What follows belongs to an exercise in optimizing a design on an open flow for small area and a short achievable clock period; a production flow would make more cautious choices.
No run shown here included a check of the RTL's function; only the layout flow was run.

==> flow/design.v (outline; a module is shown in full before it is edited, if it fits) <==
// module Correlation_32: 1390 lines
// module corr32_fa: 4 lines
// module corr32_maj: 3 lines
// module corr32_aoi: 3 lines
// module corr32_oai: 3 lines
// module corr32_ha: 4 lines
module Correlation_32(
    input [31:0] Num_1,
    input [31:0] Num_2,
    input [31:0] Num_3,
    input [31:0] Num_4,
    input [31:0] Num_5,
    input [31:0] Num_6,
    input [31:0] Num_7,
    input [31:0] Num_8,
    input [31:0] Num_9,
    input [31:0] Num_10,
    input [31:0] Num_11,
    input [31:0] Num_12,
    input [31:0] Num_13,
    input [31:0] Num_14,
    input [31:0] Num_15,
    input [31:0] Num_16,
    input [31:0] Target_Num,
    input Clock,
    input Reset,
    output reg [3:0] Out_4
    );
  // ...
==> flow/flow/run.sh <==
#!/bin/bash
# Standard ORFS layout (the standard.sh), with the port buffers made from the
# smallest buffer cell, and timing repair aiming for 33 ns of setup slack.
set -euo pipefail
export BUFFER_PORTS_ARGS="-buffer_cell sky130_fd_sc_hd__buf_1"
export SETUP_SLACK_MARGIN=33
bash standard.sh > standard.log 2>&1
==> flow/standard.sh <==
#!/bin/bash
# synth_recipe.tcl (not shown) runs the flow's synth.tcl, then flattens the netlist and writes it again
# the make line also repeats each setting of config.mk as NAME=value (left out here)
make -C /OpenROAD-flow-scripts/flow DESIGN_CONFIG=/design/flow/config.mk WORK_HOME=/design/flow/orfs CLKGATE_MAP_FILE= SYNTH_SCRIPT=/design/flow/synth_recipe.tcl "${@:-finish}"
==> flow/config.mk <==
export PLATFORM = sky130hd
export DESIGN_NAME = Correlation_32
export DESIGN_NICKNAME = Correlation_32
export VERILOG_FILES = /design/flow/design.v
export SDC_FILE = /design/flow/constraint.sdc
export NUM_CORES = 4
export LEC_CHECK = 0
export ABC_AREA = 1
export CAP_MARGIN = 20
export CORE_MARGIN = 2
export CORE_UTILIZATION = 60
export SLEW_MARGIN = 20
export SYNTH_HIERARCHICAL = 1
export SYNTH_MINIMUM_KEEP_SIZE = 0
==> flow/constraint.sdc <==
create_clock -name core_clock -period 50.0 [get_ports {Clock}]
set_input_delay 10.0000 -clock core_clock [delete_from_list [all_inputs] [get_ports {Clock}]]
set_output_delay 10.0000 -clock core_clock [all_outputs]
set_load 0.01 [all_outputs]
==> results.yml, run 1 <==
sta:
  period_needed_ns: 16.76
  fmax_mhz: 59.68
  rsz0062_at_grt: "no"
layout:
  layout-drive-gt1-share_pct: 4.515
  largestClassByArea: "multi-input gates"
  buffer_area_share_pct: 10.95
  final_cells: 2967
logic_synthesis:
  synth.area.mux_share_pct: 0
  synth.most_common_cell: "xor2_1"
  synth_edf_count: 0
  yosys.cell_types.count: 26
  synth_top_family_by_area: "adder cells"
routing:
  route.met2.wl_um: 31100
  met1_length_um: 25110
critical_path:
  crit_type: "in2reg"
  max_stage_delay_ns: 0.54
  crit_path_end_kind: "flip-flop"
  critPathLaunch: "Target_Num[8]"
grt:
  grt_overflow_total: 0
flow_run:
  max-cap-violations: 0
floorplan:
  dieArea_mm2: 0.03238
place:
  hpwl_um: 56060
clock_tree:
  cts_sinks: 4
status:
  status: "no timing/DRC/antenna violations"
==> inputs of run 2 (changes only) <==
--- a/flow/design.v
+++ b/flow/design.v
@@ -1046,252 +1046,300 @@
   corr32_fa u_p15_25 (.a(p15_c19), .b(p15_c20), .c(p15_s24), .s(p15_s25), .co(p15_c25));
   corr32_fa u_p15_26 (.a(p15_c21), .b(p15_s25), .c(p15_c22), .s(p15_s26), .co(p15_c26));
   corr32_ha u_p15_27 (.a(p15_c23), .b(p15_s26), .s(p15_s27), .co(p15_c27));
   corr32_fa u_p15_28 (.a(p15_c24), .b(p15_c25), .c(p15_c26), .s(p15_s28), .co(p15_c28));
   corr32_ha u_p15_29 (.a(p15_c27), .b(p15_s28), .s(p15_s29), .co(p15_c29));
   corr32_ha u_p15_30 (.a(p15_c28), .b(p15_c29), .s(p15_s30), .co(p15_c30));
   assign d0[15] = {p15_c30, p15_s30, p15_s29, p15_s27, p15_s23, p15_s15};
   wire [5:0] m0_na = ~d0[0];
-  wire [6:0] m0_c;   
+  wire [5:3] m0_g = d0[1][5:3] & m0_na[5:3];
+  wire [5:3] m0_p = d0[1][5:3] | m0_na[5:3];
+  wire [6:1] m0_c;   
   assign m0_c[1] = d0[1][0] | m0_na[0];
   corr32_maj u_m0_1 (.a(d0[1][1]), .b(m0_na[1]), .c(m0_c[1]), .y(m0_c[2]));
   corr32_maj u_m0_2 (.a(d0[1][2]), .b(m0_na[2]), .c(m0_c[2]), .y(m0_c[3]));
-  corr32_maj u_m0_3 (.a(d0[1][3]), .b(m0_na[3]), .c(m0_c[3]), .y(m0_c[4]));
-  corr32_maj u_m0_4 (.a(d0[1][4]), .b(m0_na[4]), .c(m0_c[4]), .y(m0_c[5]));
-  corr32_maj u_m0_5 (.a(d0[1][5]), .b(m0_na[5]), .c(m0_c[5]), .y(m0_c[6]));
-  wire q1_0_lt10 = ~m0_c[6];
+  corr32_aoi u_m0_3 (.a(m0_p[3]), .b(m0_c[3]), .c(m0_g[3]), .y(m0_c[4]));
+  corr32_oai u_m0_4 (.a(~m0_p[4]), .b(m0_c[4]), .c(~m0_g[4]), .y(m0_c[5]));
+  corr32_aoi u_m0_5 (.a(m0_p[5]), .b(m0_c[5]), .c(m0_g[5]), .y(m0_c[6]));
+  wire q1_0_lt10 = m0_c[6];
   wire [5:0] m1_na = ~d0[0];
-  wire [6:0] m1_c;   
+  wire [5:3] m1_g = d0[2][5:3] & m1_na[5:3];
+  wire [5:3] m1_p = d0[2][5:3] | m1_na[5:3];
+  wire [6:1] m1_c;   
   assign m1_c[1] = d0[2][0] | m1_na[0];
   corr32_maj u_m1_1 (.a(d0[2][1]), .b(m1_na[1]), .c(m1_c[1]), .y(m1_c[2]));
   corr32_maj u_m1_2 (.a(d0[2][2]), .b(m1_na[2]), .c(m1_c[2]), .y(m1_c[3]));
-  corr32_maj u_m1_3 (.a(d0[2][3]), .b(m1_na[3]), .c(m1_c[3]), .y(m1_c[4]));
-  corr32_maj u_m1_4 (.a(d0[2][4]), .b(m1_na[4]), .c(m1_c[4]), .y(m1_c[5]));
-  corr32_maj u_m1_5 (.a(d0[2][5]), .b(m1_na[5]), .c(m1_c[5]), .y(m1_c[6]));
-  wire q1_0_lt20 = ~m1_c[6];
+  corr32_aoi u_m1_3 (.a(m1_p[3]), .b(m1_c[3]), .c(m1_g[3]), .y(m1_c[4]));
+  corr32_oai u_m1_4 (.a(~m1_p[4]), .b(m1_c[4]), .c(~m1_g[4]), .y(m1_c[5]));
+  corr32_aoi u_m1_5 (.a(m1_p[5]), .b(m1_c[5]), .c(m1_g[5]), .y(m1_c[6]));
+  wire q1_0_lt20 = m1_c[6];
   wire [5:0] m2_na = ~d0[1];
-  wire [6:0] m2_c;   
+  wire [5:3] m2_g = d0[2][5:3] & m2_na[5:3];
+  wire [5:3] m2_p = d0[2][5:3] | m2_na[5:3];
+  wire [6:1] m2_c;   
   assign m2_c[1] = d0[2][0] | m2_na[0];
   corr32_maj u_m2_1 (.a(d0[2][1]), .b(m2_na[1]), .c(m2_c[1]), .y(m2_c[2]));
   corr32_maj u_m2_2 (.a(d0[2][2]), .b(m2_na[2]), .c(m2_c[2]), .y(m2_c[3]));
-  corr32_maj u_m2_3 (.a(d0[2][3]), .b(m2_na[3]), .c(m2_c[3]), .y(m2_c[4]));
-  corr32_maj u_m2_4 (.a(d0[2][4]), .b(m2_na[4]), .c(m2_c[4]), .y(m2_c[5]));
-  corr32_maj u_m2_5 (.a(d0[2][5]), .b(m2_na[5]), .c(m2_c[5]), .y(m2_c[6]));
-  wire q1_0_lt21 = ~m2_c[6];
+  corr32_aoi u_m2_3 (.a(m2_p[3]), .b(m2_c[3]), .c(m2_g[3]), .y(m2_c[4]));
+  corr32_oai u_m2_4 (.a(~m2_p[4]), .b(m2_c[4]), .c(~m2_g[4]), .y(m2_c[5]));
+  corr32_aoi u_m2_5 (.a(m2_p[5]), .b(m2_c[5]), .c(m2_g[5]), .y(m2_c[6]));
+  wire q1_0_lt21 = m2_c[6];
   wire [5:0] m3_na = ~d0[0];
-  wire [6:0] m3_c;   
+  wire [5:3] m3_g = d0[3][5:3] & m3_na[5:3];
+  wire [5:3] m3_p = d0[3][5:3] | m3_na[5:3];
+  wire [6:1] m3_c;   
   assign m3_c[1] = d0[3][0] | m3_na[0];
   corr32_maj u_m3_1 (.a(d0[3][1]), .b(m3_na[1]), .c(m3_c[1]), .y(m3_c[2]));
   corr32_maj u_m3_2 (.a(d0[3][2]), .b(m3_na[2]), .c(m3_c[2]), .y(m3_c[3]));
-  corr32_maj u_m3_3 (.a(d0[3][3]), .b(m3_na[3]), .c(m3_c[3]), .y(m3_c[4]));
-  corr32_maj u_m3_4 (.a(d0[3][4]), .b(m3_na[4]), .c(m3_c[4]), .y(m3_c[5]));
-  corr32_maj u_m3_5 (.a(d0[3][5]), .b(m3_na[5]), .c(m3_c[5]), .y(m3_c[6]));
-  wire q1_0_lt30 = ~m3_c[6];
+  corr32_aoi u_m3_3 (.a(m3_p[3]), .b(m3_c[3]), .c(m3_g[3]), .y(m3_c[4]));
+  corr32_oai u_m3_4 (.a(~m3_p[4]), .b(m3_c[4]), .c(~m3_g[4]), .y(m3_c[5]));
+  corr32_aoi u_m3_5 (.a(m3_p[5]), .b(m3_c[5]), .c(m3_g[5]), .y(m3_c[6]));
+  wire q1_0_lt30 = m3_c[6];
   wire [5:0] m4_na = ~d0[1];
-  wire [6:0] m4_c;   
+  wire [5:3] m4_g = d0[3][5:3] & m4_na[5:3];
+  wire [5:3] m4_p = d0[3][5:3] | m4_na[5:3];
+  wire [6:1] m4_c;   
   assign m4_c[1] = d0[3][0] | m4_na[0];
   corr32_maj u_m4_1 (.a(d0[3][1]), .b(m4_na[1]), .c(m4_c[1]), .y(m4_c[2]));
   corr32_maj u_m4_2 (.a(d0[3][2]), .b(m4_na[2]), .c(m4_c[2]), .y(m4_c[3]));
-  corr32_maj u_m4_3 (.a(d0[3][3]), .b(m4_na[3]), .c(m4_c[3]), .y(m4_c[4]));
-  corr32_maj u_m4_4 (.a(d0[3][4]), .b(m4_na[4]), .c(m4_c[4]), .y(m4_c[5]));
-  corr32_maj u_m4_5 (.a(d0[3][5]), .b(m4_na[5]), .c(m4_c[5]), .y(m4_c[6]));
-  wire q1_0_lt31 = ~m4_c[6];
+  corr32_aoi u_m4_3 (.a(m4_p[3]), .b(m4_c[3]), .c(m4_g[3]), .y(m4_c[4]));
+  corr32_oai u_m4_4 (.a(~m4_p[4]), .b(m4_c[4]), .c(~m4_g[4]), .y(m4_c[5]));
+  corr32_aoi u_m4_5 (.a(m4_p[5]), .b(m4_c[5]), .c(m4_g[5]), .y(m4_c[6]));
+  wire q1_0_lt31 = m4_c[6];
   wire [5:0] m5_na = ~d0[2];
-  wire [6:0] m5_c;   
+  wire [5:3] m5_g = d0[3][5:3] & m5_na[5:3];
+  wire [5:3] m5_p = d0[3][5:3] | m5_na[5:3];
+  wire [6:1] m5_c;   
   assign m5_c[1] = d0[3][0] | m5_na[0];
   corr32_maj u_m5_1 (.a(d0[3][1]), .b(m5_na[1]), .c(m5_c[1]), .y(m5_c[2]));
   corr32_maj u_m5_2 (.a(d0[3][2]), .b(m5_na[2]), .c(m5_c[2]), .y(m5_c[3]));
-  corr32_maj u_m5_3 (.a(d0[3][3]), .b(m5_na[3]), .c(m5_c[3]), .y(m5_c[4]));
-  corr32_maj u_m5_4 (.a(d0[3][4]), .b(m5_na[4]), .c(m5_c[4]), .y(m5_c[5]));
-  corr32_maj u_m5_5 (.a(d0[3][5]), .b(m5_na[5]), .c(m5_c[5]), .y(m5_c[6]));
-  wire q1_0_lt32 = ~m5_c[6];
+  corr32_aoi u_m5_3 (.a(m5_p[3]), .b(m5_c[3]), .c(m5_g[3]), .y(m5_c[4]));
+  corr32_oai u_m5_4 (.a(~m5_p[4]), .b(m5_c[4]), .c(~m5_g[4]), .y(m5_c[5]));
+  corr32_aoi u_m5_5 (.a(m5_p[5]), .b(m5_c[5]), .c(m5_g[5]), .y(m5_c[6]));
+  wire q1_0_lt32 = m5_c[6];
   wire q1_0_w0 = ~q1_0_lt10 & ~q1_0_lt20 & ~q1_0_lt30;
   wire q1_0_w1 = q1_0_lt10 & ~q1_0_lt21 & ~q1_0_lt31;
   wire q1_0_w2 = q1_0_lt20 & q1_0_lt21 & ~q1_0_lt32;
   wire q1_0_w3 = q1_0_lt30 & q1_0_lt31 & q1_0_lt32;
   wire i1_0_0 = (q1_0_w2 | q1_0_w3);
   wire i1_0_1 = (q1_0_w1 | q1_0_w3);
   wire [5:0] v1_0 = ({6{q1_0_w0}} & d0[0]) | ({6{q1_0_w1}} & d0[1]) | ({6{q1_0_w2}} & d0[2]) | ({6{q1_0_w3}} & d0[3]);
   wire [5:0] m6_na = ~d0[4];
-  wire [6:0] m6_c;   
+  wire [5:3] m6_g = d0[5][5:3] & m6_na[5:3];
+  wire [5:3] m6_p = d0[5][5:3] | m6_na[5:3];
+  wire [6:1] m6_c;   
   assign m6_c[1] = d0[5][0] | m6_na[0];
   corr32_maj u_m6_1 (.a(d0[5][1]), .b(m6_na[1]), .c(m6_c[1]), .y(m6_c[2]));
   corr32_maj u_m6_2 (.a(d0[5][2]), .b(m6_na[2]), .c(m6_c[2]), .y(m6_c[3]));
-  corr32_maj u_m6_3 (.a(d0[5][3]), .b(m6_na[3]), .c(m6_c[3]), .y(m6_c[4]));
-  corr32_maj u_m6_4 (.a(d0[5][4]), .b(m6_na[4]), .c(m6_c[4]), .y(m6_c[5]));
-  corr32_maj u_m6_5 (.a(d0[5][5]), .b(m6_na[5]), .c(m6_c[5]), .y(m6_c[6]));
-  wire q1_1_lt10 = ~m6_c[6];
+  corr32_aoi u_m6_3 (.a(m6_p[3]), .b(m6_c[3]), .c(m6_g[3]), .y(m6_c[4]));
+  corr32_oai u_m6_4 (.a(~m6_p[4]), .b(m6_c[4]), .c(~m6_g[4]), .y(m6_c[5]));
+  corr32_aoi u_m6_5 (.a(m6_p[5]), .b(m6_c[5]), .c(m6_g[5]), .y(m6_c[6]));
+  wire q1_1_lt10 = m6_c[6];
   wire [5:0] m7_na = ~d0[4];
-  wire [6:0] m7_c;   
+  wire [5:3] m7_g = d0[6][5:3] & m7_na[5:3];
+  wire [5:3] m7_p = d0[6][5:3] | m7_na[5:3];
+  wire [6:1] m7_c;   
   assign m7_c[1] = d0[6][0] | m7_na[0];
   corr32_maj u_m7_1 (.a(d0[6][1]), .b(m7_na[1]), .c(m7_c[1]), .y(m7_c[2]));
   corr32_maj u_m7_2 (.a(d0[6][2]), .b(m7_na[2]), .c(m7_c[2]), .y(m7_c[3]));
-  corr32_maj u_m7_3 (.a(d0[6][3]), .b(m7_na[3]), .c(m7_c[3]), .y(m7_c[4]));
-  corr32_maj u_m7_4 (.a(d0[6][4]), .b(m7_na[4]), .c(m7_c[4]), .y(m7_c[5]));
-  corr32_maj u_m7_5 (.a(d0[6][5]), .b(m7_na[5]), .c(m7_c[5]), .y(m7_c[6]));
-  wire q1_1_lt20 = ~m7_c[6];
+  corr32_aoi u_m7_3 (.a(m7_p[3]), .b(m7_c[3]), .c(m7_g[3]), .y(m7_c[4]));
+  corr32_oai u_m7_4 (.a(~m7_p[4]), .b(m7_c[4]), .c(~m7_g[4]), .y(m7_c[5]));
+  corr32_aoi u_m7_5 (.a(m7_p[5]), .b(m7_c[5]), .c(m7_g[5]), .y(m7_c[6]));
+  wire q1_1_lt20 = m7_c[6];
   wire [5:0] m8_na = ~d0[5];
-  wire [6:0] m8_c;   
+  wire [5:3] m8_g = d0[6][5:3] & m8_na[5:3];
+  wire [5:3] m8_p = d0[6][5:3] | m8_na[5:3];
+  wire [6:1] m8_c;   
   assign m8_c[1] = d0[6][0] | m8_na[0];
   corr32_maj u_m8_1 (.a(d0[6][1]), .b(m8_na[1]), .c(m8_c[1]), .y(m8_c[2]));
   corr32_maj u_m8_2 (.a(d0[6][2]), .b(m8_na[2]), .c(m8_c[2]), .y(m8_c[3]));
-  corr32_maj u_m8_3 (.a(d0[6][3]), .b(m8_na[3]), .c(m8_c[3]), .y(m8_c[4]));
-  corr32_maj u_m8_4 (.a(d0[6][4]), .b(m8_na[4]), .c(m8_c[4]), .y(m8_c[5]));
-  corr32_maj u_m8_5 (.a(d0[6][5]), .b(m8_na[5]), .c(m8_c[5]), .y(m8_c[6]));
-  wire q1_1_lt21 = ~m8_c[6];
+  corr32_aoi u_m8_3 (.a(m8_p[3]), .b(m8_c[3]), .c(m8_g[3]), .y(m8_c[4]));
+  corr32_oai u_m8_4 (.a(~m8_p[4]), .b(m8_c[4]), .c(~m8_g[4]), .y(m8_c[5]));
+  corr32_aoi u_m8_5 (.a(m8_p[5]), .b(m8_c[5]), .c(m8_g[5]), .y(m8_c[6]));
+  wire q1_1_lt21 = m8_c[6];
   wire [5:0] m9_na = ~d0[4];
-  wire [6:0] m9_c;   
+  wire [5:3] m9_g = d0[7][5:3] & m9_na[5:3];
+  wire [5:3] m9_p = d0[7][5:3] | m9_na[5:3];
+  wire [6:1] m9_c;   
   assign m9_c[1] = d0[7][0] | m9_na[0];
   corr32_maj u_m9_1 (.a(d0[7][1]), .b(m9_na[1]), .c(m9_c[1]), .y(m9_c[2]));
   corr32_maj u_m9_2 (.a(d0[7][2]), .b(m9_na[2]), .c(m9_c[2]), .y(m9_c[3]));
-  corr32_maj u_m9_3 (.a(d0[7][3]), .b(m9_na[3]), .c(m9_c[3]), .y(m9_c[4]));
-  corr32_maj u_m9_4 (.a(d0[7][4]), .b(m9_na[4]), .c(m9_c[4]), .y(m9_c[5]));
-  corr32_maj u_m9_5 (.a(d0[7][5]), .b(m9_na[5]), .c(m9_c[5]), .y(m9_c[6]));
-  wire q1_1_lt30 = ~m9_c[6];
+  corr32_aoi u_m9_3 (.a(m9_p[3]), .b(m9_c[3]), .c(m9_g[3]), .y(m9_c[4]));
+  corr32_oai u_m9_4 (.a(~m9_p[4]), .b(m9_c[4]), .c(~m9_g[4]), .y(m9_c[5]));
+  corr32_aoi u_m9_5 (.a(m9_p[5]), .b(m9_c[5]), .c(m9_g[5]), .y(m9_c[6]));
+  wire q1_1_lt30 = m9_c[6];
   wire [5:0] m10_na = ~d0[5];
-  wire [6:0] m10_c;   
+  wire [5:3] m10_g = d0[7][5:3] & m10_na[5:3];
+  wire [5:3] m10_p = d0[7][5:3] | m10_na[5:3];
+  wire [6:1] m10_c;   
   assign m10_c[1] = d0[7][0] | m10_na[0];
   corr32_maj u_m10_1 (.a(d0[7][1]), .b(m10_na[1]), .c(m10_c[1]), .y(m10_c[2]));
   corr32_maj u_m10_2 (.a(d0[7][2]), .b(m10_na[2]), .c(m10_c[2]), .y(m10_c[3]));
-  corr32_maj u_m10_3 (.a(d0[7][3]), .b(m10_na[3]), .c(m10_c[3]), .y(m10_c[4]));
-  corr32_maj u_m10_4 (.a(d0[7][4]), .b(m10_na[4]), .c(m10_c[4]), .y(m10_c[5]));
-  corr32_maj u_m10_5 (.a(d0[7][5]), .b(m10_na[5]), .c(m10_c[5]), .y(m10_c[6]));
-  wire q1_1_lt31 = ~m10_c[6];
+  corr32_aoi u_m10_3 (.a(m10_p[3]), .b(m10_c[3]), .c(m10_g[3]), .y(m10_c[4]));
+  corr32_oai u_m10_4 (.a(~m10_p[4]), .b(m10_c[4]), .c(~m10_g[4]), .y(m10_c[5]));
+  corr32_aoi u_m10_5 (.a(m10_p[5]), .b(m10_c[5]), .c(m10_g[5]), .y(m10_c[6]));
+  wire q1_1_lt31 = m10_c[6];
   wire [5:0] m11_na = ~d0[6];
-  wire [6:0] m11_c;   
+  wire [5:3] m11_g = d0[7][5:3] & m11_na[5:3];
+  wire [5:3] m11_p = d0[7][5:3] | m11_na[5:3];
+  wire [6:1] m11_c;   
   assign m11_c[1] = d0[7][0] | m11_na[0];
   corr32_maj u_m11_1 (.a(d0[7][1]), .b(m11_na[1]), .c(m11_c[1]), .y(m11_c[2]));
   corr32_maj u_m11_2 (.a(d0[7][2]), .b(m11_na[2]), .c(m11_c[2]), .y(m11_c[3]));
-  corr32_maj u_m11_3 (.a(d0[7][3]), .b(m11_na[3]), .c(m11_c[3]), .y(m11_c[4]));
-  corr32_maj u_m11_4 (.a(d0[7][4]), .b(m11_na[4]), .c(m11_c[4]), .y(m11_c[5]));
-  corr32_maj u_m11_5 (.a(d0[7][5]), .b(m11_na[5]), .c(m11_c[5]), .y(m11_c[6]));
-  wire q1_1_lt32 = ~m11_c[6];
+  corr32_aoi u_m11_3 (.a(m11_p[3]), .b(m11_c[3]), .c(m11_g[3]), .y(m11_c[4]));
+  corr32_oai u_m11_4 (.a(~m11_p[4]), .b(m11_c[4]), .c(~m11_g[4]), .y(m11_c[5]));
+  corr32_aoi u_m11_5 (.a(m11_p[5]), .b(m11_c[5]), .c(m11_g[5]), .y(m11_c[6]));
+  wire q1_1_lt32 = m11_c[6];
   wire q1_1_w0 = ~q1_1_lt10 & ~q1_1_lt20 & ~q1_1_lt30;
   wire q1_1_w1 = q1_1_lt10 & ~q1_1_lt21 & ~q1_1_lt31;
   wire q1_1_w2 = q1_1_lt20 & q1_1_lt21 & ~q1_1_lt32;
   wire q1_1_w3 = q1_1_lt30 & q1_1_lt31 & q1_1_lt32;
   wire i1_1_0 = (q1_1_w2 | q1_1_w3);
   wire i1_1_1 = (q1_1_w1 | q1_1_w3);
   wire [5:0] v1_1 = ({6{q1_1_w0}} & d0[4]) | ({6{q1_1_w1}} & d0[5]) | ({6{q1_1_w2}} & d0[6]) | ({6{q1_1_w3}} & d0[7]);
   wire [5:0] m12_na = ~d0[8];
-  wire [6:0] m12_c;   
+  wire [5:3] m12_g = d0[9][5:3] & m12_na[5:3];
+  wire [5:3] m12_p = d0[9][5:3] | m12_na[5:3];
+  wire [6:1] m12_c;   
   assign m12_c[1] = d0[9][0] | m12_na[0];
   corr32_maj u_m12_1 (.a(d0[9][1]), .b(m12_na[1]), .c(m12_c[1]), .y(m12_c[2]));
   corr32_maj u_m12_2 (.a(d0[9][2]), .b(m12_na[2]), .c(m12_c[2]), .y(m12_c[3]));
-  corr32_maj u_m12_3 (.a(d0[9][3]), .b(m12_na[3]), .c(m12_c[3]), .y(m12_c[4]));
-  corr32_maj u_m12_4 (.a(d0[9][4]), .b(m12_na[4]), .c(m12_c[4]), .y(m12_c[5]));
-  corr32_maj u_m12_5 (.a(d0[9][5]), .b(m12_na[5]), .c(m12_c[5]), .y(m12_c[6]));
-  wire q1_2_lt10 = ~m12_c[6];
+  corr32_aoi u_m12_3 (.a(m12_p[3]), .b(m12_c[3]), .c(m12_g[3]), .y(m12_c[4]));
+  corr32_oai u_m12_4 (.a(~m12_p[4]), .b(m12_c[4]), .c(~m12_g[4]), .y(m12_c[5]));
+  corr32_aoi u_m12_5 (.a(m12_p[5]), .b(m12_c[5]), .c(m12_g[5]), .y(m12_c[6]));
+  wire q1_2_lt10 = m12_c[6];
   wire [5:0] m13_na = ~d0[8];
-  wire [6:0] m13_c;   
+  wire [5:3] m13_g = d0[10][5:3] & m13_na[5:3];
+  wire [5:3] m13_p = d0[10][5:3] | m13_na[5:3];
+  wire [6:1] m13_c;   
   assign m13_c[1] = d0[10][0] | m13_na[0];
   corr32_maj u_m13_1 (.a(d0[10][1]), .b(m13_na[1]), .c(m13_c[1]), .y(m13_c[2]));
   corr32_maj u_m13_2 (.a(d0[10][2]), .b(m13_na[2]), .c(m13_c[2]), .y(m13_c[3]));
-  corr32_maj u_m13_3 (.a(d0[10][3]), .b(m13_na[3]), .c(m13_c[3]), .y(m13_c[4]));
-  corr32_maj u_m13_4 (.a(d0[10][4]), .b(m13_na[4]), .c(m13_c[4]), .y(m13_c[5]));
-  corr32_maj u_m13_5 (.a(d0[10][5]), .b(m13_na[5]), .c(m13_c[5]), .y(m13_c[6]));
-  wire q1_2_lt20 = ~m13_c[6];
+  corr32_aoi u_m13_3 (.a(m13_p[3]), .b(m13_c[3]), .c(m13_g[3]), .y(m13_c[4]));
+  corr32_oai u_m13_4 (.a(~m13_p[4]), .b(m13_c[4]), .c(~m13_g[4]), .y(m13_c[5]));
+  corr32_aoi u_m13_5 (.a(m13_p[5]), .b(m13_c[5]), .c(m13_g[5]), .y(m13_c[6]));
+  wire q1_2_lt20 = m13_c[6];
   wire [5:0] m14_na = ~d0[9];
-  wire [6:0] m14_c;   
+  wire [5:3] m14_g = d0[10][5:3] & m14_na[5:3];
+  wire [5:3] m14_p = d0[10][5:3] | m14_na[5:3];
+  wire [6:1] m14_c;   
   assign m14_c[1] = d0[10][0] | m14_na[0];
   corr32_maj u_m14_1 (.a(d0[10][1]), .b(m14_na[1]), .c(m14_c[1]), .y(m14_c[2]));
   corr32_maj u_m14_2 (.a(d0[10][2]), .b(m14_na[2]), .c(m14_c[2]), .y(m14_c[3]));
-  corr32_maj u_m14_3 (.a(d0[10][3]), .b(m14_na[3]), .c(m14_c[3]), .y(m14_c[4]));
-  corr32_maj u_m14_4 (.a(d0[10][4]), .b(m14_na[4]), .c(m14_c[4]), .y(m14_c[5]));
-  corr32_maj u_m14_5 (.a(d0[10][5]), .b(m14_na[5]), .c(m14_c[5]), .y(m14_c[6]));
-  wire q1_2_lt21 = ~m14_c[6];
+  corr32_aoi u_m14_3 (.a(m14_p[3]), .b(m14_c[3]), .c(m14_g[3]), .y(m14_c[4]));
+  corr32_oai u_m14_4 (.a(~m14_p[4]), .b(m14_c[4]), .c(~m14_g[4]), .y(m14_c[5]));
+  corr32_aoi u_m14_5 (.a(m14_p[5]), .b(m14_c[5]), .c(m14_g[5]), .y(m14_c[6]));
+  wire q1_2_lt21 = m14_c[6];
   wire [5:0] m15_na = ~d0[8];
-  wire [6:0] m15_c;   
+  wire [5:3] m15_g = d0[11][5:3] & m15_na[5:3];
+  wire [5:3] m15_p = d0[11][5:3] | m15_na[5:3];
+  wire [6:1] m15_c;   
   assign m15_c[1] = d0[11][0] | m15_na[0];
   corr32_maj u_m15_1 (.a(d0[11][1]), .b(m15_na[1]), .c(m15_c[1]), .y(m15_c[2]));
   corr32_maj u_m15_2 (.a(d0[11][2]), .b(m15_na[2]), .c(m15_c[2]), .y(m15_c[3]));
-  corr32_maj u_m15_3 (.a(d0[11][3]), .b(m15_na[3]), .c(m15_c[3]), .y(m15_c[4]));
-  corr32_maj u_m15_4 (.a(d0[11][4]), .b(m15_na[4]), .c(m15_c[4]), .y(m15_c[5]));
-  corr32_maj u_m15_5 (.a(d0[11][5]), .b(m15_na[5]), .c(m15_c[5]), .y(m15_c[6]));
-  wire q1_2_lt30 = ~m15_c[6];
+  corr32_aoi u_m15_3 (.a(m15_p[3]), .b(m15_c[3]), .c(m15_g[3]), .y(m15_c[4]));
+  corr32_oai u_m15_4 (.a(~m15_p[4]), .b(m15_c[4]), .c(~m15_g[4]), .y(m15_c[5]));
+  corr32_aoi u_m15_5 (.a(m15_p[5]), .b(m15_c[5]), .c(m15_g[5]), .y(m15_c[6]));
+  wire q1_2_lt30 = m15_c[6];
   wire [5:0] m16_na = ~d0[9];
-  wire [6:0] m16_c;   
+  wire [5:3] m16_g = d0[11][5:3] & m16_na[5:3];
+  wire [5:3] m16_p = d0[11][5:3] | m16_na[5:3];
+  wire [6:1] m16_c;   
   assign m16_c[1] = d0[11][0] | m16_na[0];
   corr32_maj u_m16_1 (.a(d0[11][1]), .b(m16_na[1]), .c(m16_c[1]), .y(m16_c[2]));
   corr32_maj u_m16_2 (.a(d0[11][2]), .b(m16_na[2]), .c(m16_c[2]), .y(m16_c[3]));
-  corr32_maj u_m16_3 (.a(d0[11][3]), .b(m16_na[3]), .c(m16_c[3]), .y(m16_c[4]));
-  corr32_maj u_m16_4 (.a(d0[11][4]), .b(m16_na[4]), .c(m16_c[4]), .y(m16_c[5]));
-  corr32_maj u_m16_5 (.a(d0[11][5]), .b(m16_na[5]), .c(m16_c[5]), .y(m16_c[6]));
-  wire q1_2_lt31 = ~m16_c[6];
+  corr32_aoi u_m16_3 (.a(m16_p[3]), .b(m16_c[3]), .c(m16_g[3]), .y(m16_c[4]));
+  corr32_oai u_m16_4 (.a(~m16_p[4]), .b(m16_c[4]), .c(~m16_g[4]), .y(m16_c[5]));
+  corr32_aoi u_m16_5 (.a(m16_p[5]), .b(m16_c[5]), .c(m16_g[5]), .y(m16_c[6]));
+  wire q1_2_lt31 = m16_c[6];
   wire [5:0] m17_na = ~d0[10];
-  wire [6:0] m17_c;   
+  wire [5:3] m17_g = d0[11][5:3] & m17_na[5:3];
+  wire [5:3] m17_p = d0[11][5:3] | m17_na[5:3];
+  wire [6:1] m17_c;   
   assign m17_c[1] = d0[11][0] | m17_na[0];
   corr32_maj u_m17_1 (.a(d0[11][1]), .b(m17_na[1]), .c(m17_c[1]), .y(m17_c[2]));
   corr32_maj u_m17_2 (.a(d0[11][2]), .b(m17_na[2]), .c(m17_c[2]), .y(m17_c[3]));
-  corr32_maj u_m17_3 (.a(d0[11][3]), .b(m17_na[3]), .c(m17_c[3]), .y(m17_c[4]));
-  corr32_maj u_m17_4 (.a(d0[11][4]), .b(m17_na[4]), .c(m17_c[4]), .y(m17_c[5]));
-  corr32_maj u_m17_5 (.a(d0[11][5]), .b(m17_na[5]), .c(m17_c[5]), .y(m17_c[6]));
-  wire q1_2_lt32 = ~m17_c[6];
+  corr32_aoi u_m17_3 (.a(m17_p[3]), .b(m17_c[3]), .c(m17_g[3]), .y(m17_c[4]));
+  corr32_oai u_m17_4 (.a(~m17_p[4]), .b(m17_c[4]), .c(~m17_g[4]), .y(m17_c[5]));
+  corr32_aoi u_m17_5 (.a(m17_p[5]), .b(m17_c[5]), .c(m17_g[5]), .y(m17_c[6]));
+  wire q1_2_lt32 = m17_c[6];
   wire q1_2_w0 = ~q1_2_lt10 & ~q1_2_lt20 & ~q1_2_lt30;
   wire q1_2_w1 = q1_2_lt10 & ~q1_2_lt21 & ~q1_2_lt31;
   wire q1_2_w2 = q1_2_lt20 & q1_2_lt21 & ~q1_2_lt32;
   wire q1_2_w3 = q1_2_lt30 & q1_2_lt31 & q1_2_lt32;
   wire i1_2_0 = (q1_2_w2 | q1_2_w3);
   wire i1_2_1 = (q1_2_w1 | q1_2_w3);
   wire [5:0] v1_2 = ({6{q1_2_w0}} & d0[8]) | ({6{q1_2_w1}} & d0[9]) | ({6{q1_2_w2}} & d0[10]) | ({6{q1_2_w3}} & d0[11]);
   wire [5:0] m18_na = ~d0[12];
-  wire [6:0] m18_c;   
+  wire [5:3] m18_g = d0[13][5:3] & m18_na[5:3];
+  wire [5:3] m18_p = d0[13][5:3] | m18_na[5:3];
+  wire [6:1] m18_c;   
   assign m18_c[1] = d0[13][0] | m18_na[0];
   corr32_maj u_m18_1 (.a(d0[13][1]), .b(m18_na[1]), .c(m18_c[1]), .y(m18_c[2]));
   corr32_maj u_m18_2 (.a(d0[13][2]), .b(m18_na[2]), .c(m18_c[2]), .y(m18_c[3]));
-  corr32_maj u_m18_3 (.a(d0[13][3]), .b(m18_na[3]), .c(m18_c[3]), .y(m18_c[4]));
-  corr32_maj u_m18_4 (.a(d0[13][4]), .b(m18_na[4]), .c(m18_c[4]), .y(m18_c[5]));
-  corr32_maj u_m18_5 (.a(d0[13][5]), .b(m18_na[5]), .c(m18_c[5]), .y(m18_c[6]));
-  wire q1_3_lt10 = ~m18_c[6];
+  corr32_aoi u_m18_3 (.a(m18_p[3]), .b(m18_c[3]), .c(m18_g[3]), .y(m18_c[4]));
+  corr32_oai u_m18_4 (.a(~m18_p[4]), .b(m18_c[4]), .c(~m18_g[4]), .y(m18_c[5]));
+  corr32_aoi u_m18_5 (.a(m18_p[5]), .b(m18_c[5]), .c(m18_g[5]), .y(m18_c[6]));
+  wire q1_3_lt10 = m18_c[6];
   wire [5:0] m19_na = ~d0[12];
-  wire [6:0] m19_c;   
+  wire [5:3] m19_g = d0[14][5:3] & m19_na[5:3];
+  wire [5:3] m19_p = d0[14][5:3] | m19_na[5:3];
+  wire [6:1] m19_c;   
   assign m19_c[1] = d0[14][0] | m19_na[0];
   corr32_maj u_m19_1 (.a(d0[14][1]), .b(m19_na[1]), .c(m19_c[1]), .y(m19_c[2]));
   corr32_maj u_m19_2 (.a(d0[14][2]), .b(m19_na[2]), .c(m19_c[2]), .y(m19_c[3]));
-  corr32_maj u_m19_3 (.a(d0[14][3]), .b(m19_na[3]), .c(m19_c[3]), .y(m19_c[4]));
-  corr32_maj u_m19_4 (.a(d0[14][4]), .b(m19_na[4]), .c(m19_c[4]), .y(m19_c[5]));
-  corr32_maj u_m19_5 (.a(d0[14][5]), .b(m19_na[5]), .c(m19_c[5]), .y(m19_c[6]));
-  wire q1_3_lt20 = ~m19_c[6];
+  corr32_aoi u_m19_3 (.a(m19_p[3]), .b(m19_c[3]), .c(m19_g[3]), .y(m19_c[4]));
+  corr32_oai u_m19_4 (.a(~m19_p[4]), .b(m19_c[4]), .c(~m19_g[4]), .y(m19_c[5]));
+  corr32_aoi u_m19_5 (.a(m19_p[5]), .b(m19_c[5]), .c(m19_g[5]), .y(m19_c[6]));
+  wire q1_3_lt20 = m19_c[6];
   wire [5:0] m20_na = ~d0[13];
-  wire [6:0] m20_c;   
+  wire [5:3] m20_g = d0[14][5:3] & m20_na[5:3];
+  wire [5:3] m20_p = d0[14][5:3] | m20_na[5:3];
+  wire [6:1] m20_c;   
   assign m20_c[1] = d0[14][0] | m20_na[0];
   corr32_maj u_m20_1 (.a(d0[14][1]), .b(m20_na[1]), .c(m20_c[1]), .y(m20_c[2]));
   corr32_maj u_m20_2 (.a(d0[14][2]), .b(m20_na[2]), .c(m20_c[2]), .y(m20_c[3]));
-  corr32_maj u_m20_3 (.a(d0[14][3]), .b(m20_na[3]), .c(m20_c[3]), .y(m20_c[4]));
-  corr32_maj u_m20_4 (.a(d0[14][4]), .b(m20_na[4]), .c(m20_c[4]), .y(m20_c[5]));
-  corr32_maj u_m20_5 (.a(d0[14][5]), .b(m20_na[5]), .c(m20_c[5]), .y(m20_c[6]));
-  wire q1_3_lt21 = ~m20_c[6];
+  corr32_aoi u_m20_3 (.a(m20_p[3]), .b(m20_c[3]), .c(m20_g[3]), .y(m20_c[4]));
+  corr32_oai u_m20_4 (.a(~m20_p[4]), .b(m20_c[4]), .c(~m20_g[4]), .y(m20_c[5]));
+  corr32_aoi u_m20_5 (.a(m20_p[5]), .b(m20_c[5]), .c(m20_g[5]), .y(m20_c[6]));
+  wire q1_3_lt21 = m20_c[6];
   wire [5:0] m21_na = ~d0[12];
-  wire [6:0] m21_c;   
+  wire [5:3] m21_g = d0[15][5:3] & m21_na[5:3];
+  wire [5:3] m21_p = d0[15][5:3] | m21_na[5:3];
+  wire [6:1] m21_c;   
   assign m21_c[1] = d0[15][0] | m21_na[0];
   corr32_maj u_m21_1 (.a(d0[15][1]), .b(m21_na[1]), .c(m21_c[1]), .y(m21_c[2]));
   corr32_maj u_m21_2 (.a(d0[15][2]), .b(m21_na[2]), .c(m21_c[2]), .y(m21_c[3]));
-  corr32_maj u_m21_3 (.a(d0[15][3]), .b(m21_na[3]), .c(m21_c[3]), .y(m21_c[4]));
-  corr32_maj u_m21_4 (.a(d0[15][4]), .b(m21_na[4]), .c(m21_c[4]), .y(m21_c[5]));
-  corr32_maj u_m21_5 (.a(d0[15][5]), .b(m21_na[5]), .c(m21_c[5]), .y(m21_c[6]));
-  wire q1_3_lt30 = ~m21_c[6];
+  corr32_aoi u_m21_3 (.a(m21_p[3]), .b(m21_c[3]), .c(m21_g[3]), .y(m21_c[4]));
+  corr32_oai u_m21_4 (.a(~m21_p[4]), .b(m21_c[4]), .c(~m21_g[4]), .y(m21_c[5]));
+  corr32_aoi u_m21_5 (.a(m21_p[5]), .b(m21_c[5]), .c(m21_g[5]), .y(m21_c[6]));
+  wire q1_3_lt30 = m21_c[6];
   wire [5:0] m22_na = ~d0[13];
-  wire [6:0] m22_c;   
+  wire [5:3] m22_g = d0[15][5:3] & m22_na[5:3];
+  wire [5:3] m22_p = d0[15][5:3] | m22_na[5:3];
+  wire [6:1] m22_c;   
   assign m22_c[1] = d0[15][0] | m22_na[0];
   corr32_maj u_m22_1 (.a(d0[15][1]), .b(m22_na[1]), .c(m22_c[1]), .y(m22_c[2]));
   corr32_maj u_m22_2 (.a(d0[15][2]), .b(m22_na[2]), .c(m22_c[2]), .y(m22_c[3]));
-  corr32_maj u_m22_3 (.a(d0[15][3]), .b(m22_na[3]), .c(m22_c[3]), .y(m22_c[4]));
-  corr32_maj u_m22_4 (.a(d0[15][4]), .b(m22_na[4]), .c(m22_c[4]), .y(m22_c[5]));
-  corr32_maj u_m22_5 (.a(d0[15][5]), .b(m22_na[5]), .c(m22_c[5]), .y(m22_c[6]));
-  wire q1_3_lt31 = ~m22_c[6];
+  corr32_aoi u_m22_3 (.a(m22_p[3]), .b(m22_c[3]), .c(m22_g[3]), .y(m22_c[4]));
+  corr32_oai u_m22_4 (.a(~m22_p[4]), .b(m22_c[4]), .c(~m22_g[4]), .y(m22_c[5]));
+  corr32_aoi u_m22_5 (.a(m22_p[5]), .b(m22_c[5]), .c(m22_g[5]), .y(m22_c[6]));
+  wire q1_3_lt31 = m22_c[6];
   wire [5:0] m23_na = ~d0[14];
-  wire [6:0] m23_c;   
+  wire [5:3] m23_g = d0[15][5:3] & m23_na[5:3];
+  wire [5:3] m23_p = d0[15][5:3] | m23_na[5:3];
+  wire [6:1] m23_c;   
   assign m23_c[1] = d0[15][0] | m23_na[0];
   corr32_maj u_m23_1 (.a(d0[15][1]), .b(m23_na[1]), .c(m23_c[1]), .y(m23_c[2]));
   corr32_maj u_m23_2 (.a(d0[15][2]), .b(m23_na[2]), .c(m23_c[2]), .y(m23_c[3]));
-  corr32_maj u_m23_3 (.a(d0[15][3]), .b(m23_na[3]), .c(m23_c[3]), .y(m23_c[4]));
-  corr32_maj u_m23_4 (.a(d0[15][4]), .b(m23_na[4]), .c(m23_c[4]), .y(m23_c[5]));
-  corr32_maj u_m23_5 (.a(d0[15][5]), .b(m23_na[5]), .c(m23_c[5]), .y(m23_c[6]));
-  wire q1_3_lt32 = ~m23_c[6];
+  corr32_aoi u_m23_3 (.a(m23_p[3]), .b(m23_c[3]), .c(m23_g[3]), .y(m23_c[4]));
+  corr32_oai u_m23_4 (.a(~m23_p[4]), .b(m23_c[4]), .c(~m23_g[4]), .y(m23_c[5]));
+  corr32_aoi u_m23_5 (.a(m23_p[5]), .b(m23_c[5]), .c(m23_g[5]), .y(m23_c[6]));
+  wire q1_3_lt32 = m23_c[6];
   wire q1_3_w0 = ~q1_3_lt10 & ~q1_3_lt20 & ~q1_3_lt30;
   wire q1_3_w1 = q1_3_lt10 & ~q1_3_lt21 & ~q1_3_lt31;
   wire q1_3_w2 = q1_3_lt20 & q1_3_lt21 & ~q1_3_lt32;
   wire q1_3_w3 = q1_3_lt30 & q1_3_lt31 & q1_3_lt32;
   wire i1_3_0 = (q1_3_w2 | q1_3_w3);
   wire i1_3_1 = (q1_3_w1 | q1_3_w3);
   wire [5:0] v1_3 = ({6{q1_3_w0}} & d0[12]) | ({6{q1_3_w1}} & d0[13]) | ({6{q1_3_w2}} & d0[14]) | ({6{q1_3_w3}} & d0[15]);
   wire [5:0] m24_na = ~v1_0;
==> flow/config.mk (replaced) <==
export PLATFORM = sky130hd
export DESIGN_NAME = Correlation_32
export DESIGN_NICKNAME = Correlation_32
export VERILOG_FILES = /design/flow/design.v
export SDC_FILE = /design/flow/constraint.sdc
export NUM_CORES = 4
export LEC_CHECK = 0
export CAP_MARGIN = 20
export CORE_MARGIN = 2
export CORE_UTILIZATION = 60
export SLEW_MARGIN = 20
export SYNTH_HIERARCHICAL = 1
export SYNTH_MINIMUM_KEEP_SIZE = 0
==> run 2 against run 1 <==
Die area shrank 2.9%. Sequential share of layout area barely moved. Area after synthesis decreased by 2.9%. Worst setup slack worse by 0.079 ns. Critical endpoint is now Out_4[0]. Synthesized cell count fell by 24%. Core utilization grew 0.21 points. Worst hold slack improved by 0.036 ns. Critical path type unchanged. Still clean.
==> results.yml, run 2 <==
status:
  status: "no timing/DRC/antenna violations"
sta:
  timing.final.ws_setup_ns: 33.16
  finalSetupTns_ns: 0
  post-route-period-util_pct: 33.67
  finalSetupViolCount: 0
  period_needed_ns: 16.84
  rsz0062_at_grt: "no"
  worst_pin_slew_ns: 0.9661
  hold_viol_final: 0
  slew_headroom_pct: 35.60
  slew_viol_final: 0
  fmax_mhz: 59.40
logic_synthesis:
  synthTopCellsByArea: "fa_1 46%, xor2_1 25%, ha_1 5.6%"
  yosysSeqAreaShare_pct: 0.5551
  ys_warn_count: 7
  synth-async-reset-ratio_pct: 100.0
  synth_nets: 2615
  synth_cells: 1573
  synth.most_common_cell: "xor2_1"
  ys_seq_elements: 4
  synth_area_per_cell_um2: 11.46
  yosys.cell_types.count: 43
  yosys-top-cells-count: "512 x xor2_1, 416 x fa_1, 100 x nand2b_1"
  synth.cell_area_mm2: 0.01803
  yosysTopAreaCellShare_pct: 46.18
  synth_edf_count: 0
  synth_ff_type: "dfrtp_1"
  yosys.area.top_type: "fa_1"
layout:
  multiInputGateArea_mm2: 0.01768
  final_common_cell: "buf_1"
  largest_register_ffs: 4
  fillers: 2286
  layout-drive-gt1-share_pct: 10.18
  seq_area_um2: 100.1
  final_cell_mix: "516 x buf_1, 505 x xor2_1, 415 x fa_1"
  reg.largest.list: "Out_4 x4"
  fin_nets: 3106
  top_register: "Out_4"
  areaGrowthSynthToFinish_pct: 15.33
place:
  dp_slack_ns: 32.37
  hpwl_um: 54850
  numPortBuffers: 549
  place_congestion: 1.058
clock_tree:
  htreeDepth: 1
  cts_sinks: 4
  ctsHoldBuffers: 0
  numCtsBuffers: 3
  clock_path_buffers: 2
  cts_tree: "yes"
  clkTransAtPathRegs_ns: 0.03
  root_buffer: "clkbuf_16"
critical_path:
  cp-start-kind: "primary input"
  worstPathMaxFanout: 16
  crit_type: "in2reg"
  critical_path_required_ns: 50.13
  cp.arrival_ns: 16.97
  crit_path_end_kind: "flip-flop"
floorplan:
  num_rows: 63
  die_x_um: 177.4
  start_util_pct: 60.85
  dieArea_mm2: 0.03146
  dieHeight_um: 177.4
  ios: 550
  core_mm2: 0.02964
grt:
  grt_antenna_before_repair: 3
  grt_pass1_vias: 15800
  grt_overflow_total: 0
  grt_use_total_pct: 42.62
  grt_pass1_wl_um: 95560
  grt_max_degree: 17
routing:
  drt_iter0_drc: 1052
  postRouteAntennaNets: 0
  remaining_drc_errors: 0
  firstDrtPassIters: 5
  num_vias: 14460
  via_per_inst: 5.891
  drt_wl_total_um: 66750
  wl_per_cell_um: 27.20
flow_run:
  max-cap-violations: 0
min_path:
  hp-class: "in2async"
==> run 2: layout make-up <==
type	instances	area share, %
Inverter	25	0.4512
Clock buffer	3	0.3609
Antenna cell	2	0.02406
Sequential cell	4	0.4813
Timing Repair Buffer	556	11.35
Tap cell	390	2.346
Multi-Input combinational cell	1474	84.99
==> run 2: metrics by stage <==
| stage | cells | utilization [%] | hold slack [ns] | instance area, µm² |
|---|---|---|---|---|
| finish | 2454 | 70.17 | 9.665 | 20800 |
| global route | 2454 | 70.17 | 9.690 | 20800 |
| CTS | 2445 | 69.06 | 9.666 | 20470 |
| detailed placement | 2442 | 68.42 | 9.899 | 20280 |
| global placement | 2442 | 68.42 | 9.884 | 20280 |
| floorplan | 1573 | - | 9.766 | 18030 |
==> run 2: worst max-delay path, cell delays in order <==
cell,delay [ns]
buf_6,0.27
xor2_1,0.16
fa_2,0.73
fa_1,0.48
fa_1,0.47
ha_1,0.22
fa_1,0.39
fa_1,0.39
fa_1,0.45
ha_1,0.20
ha_1,0.38
nor2b_1,0.18
o21ai_1,0.22
a21oi_4,0.12
buf_4,0.15
nor4bb_4,0.32
nor4_4,0.11
nor2b_1,0.16
maj3_2,0.30
maj3_2,0.31
mux2_4,0.30
or3_4,0.39
o2111ai_1,0.20
==> run 2: layer usage <==
layer | GRT usage (%) | vias up | share of wire (%)
li1 | - | 6075 | -
met5 | 0 | - | 0.015
met2 | 68.56 | 952 | 48
met1 | 52.57 | 7224 | 36
met4 | 22.71 | 2 | 5.9
met3 | 11.63 | 204 | 10
==> run 2: kinds of logic after synthesis <==
kind of cell | after synthesis | share of synthesized area [%]
muxes | 9 | 0.5828
AOI/OAI and AO/OA | 120 | 5.329
xor gates and xnor gates | 512 | 24.87
DFF | 4 | 0.5551
buffers and inverters | 95 | 2.421
and+or+nand+nor | 253 | 9.269
adders and majority gates | 580 | 56.98
==> run 2: modules after synthesis (local to each module, per instance) <==
module,copies in the design,flip-flops and latches,cells inside
Correlation_32,1,4,921
corr32_aoi,48,0,1
corr32_fa,416,0,1
corr32_ha,80,0,1
corr32_maj,84,0,1
corr32_oai,24,0,1
==> run 2: final timing paths <==
kind	startpoint	end	cells after the start
hold / removal	Reset	Out_4[1]	2
min in group core_clock	Out_4[3]	Out_4[3]	1
setup / recovery	Target_Num[1]	Out_4[0]	23
max in group asynchronous	Reset	Out_4[0]	2
==> run 2: timing repair <==
action                                  4_1_cts  5_1_grt
gates resized for setup                      36       92
buffers inserted                              0        7
endpoints found under the setup margin        4        4
pin swaps                                     0        3
gates cloned                                  0        0

-- re-timing with driven ports --
In the flow no input, the clock included, has a driving cell. The finished layouts below were timed again as built, in two steps.
Step 1: set_driving_cell puts a clkbuf_16 on Clock and a buf_2 on each other input, an assumption about the parent block.
Step 2 also shifts input and output timing later by t, the mid clock arrival at the registers, as if the neighbouring blocks saw the same clock.
Slacks: ideal / step 1 / step 2; pairs: ideal / step 1.
| run | t, ns | setup slack, ns | hold slack, ns | clock arrival spread, ns | cell pins on the clock port's net |
|---|---|---|---|---|---|
| run 1 | 0.251 | 33.243 / 33.245 / 32.994 | 9.629 / 9.627 / 9.878 | 0.001 / 0.001 | 1 |
| run 2 | 0.260 | 33.164 / 33.161 / 32.902 | 9.665 / 9.648 / 9.907 | 0.002 / 0.003 | 1 |
After both steps setup and hold are still met in every run listed. For run 2, which loses most, drivers alone change the setup slack by -0.003 ns; drivers and shift together by -0.262 ns.
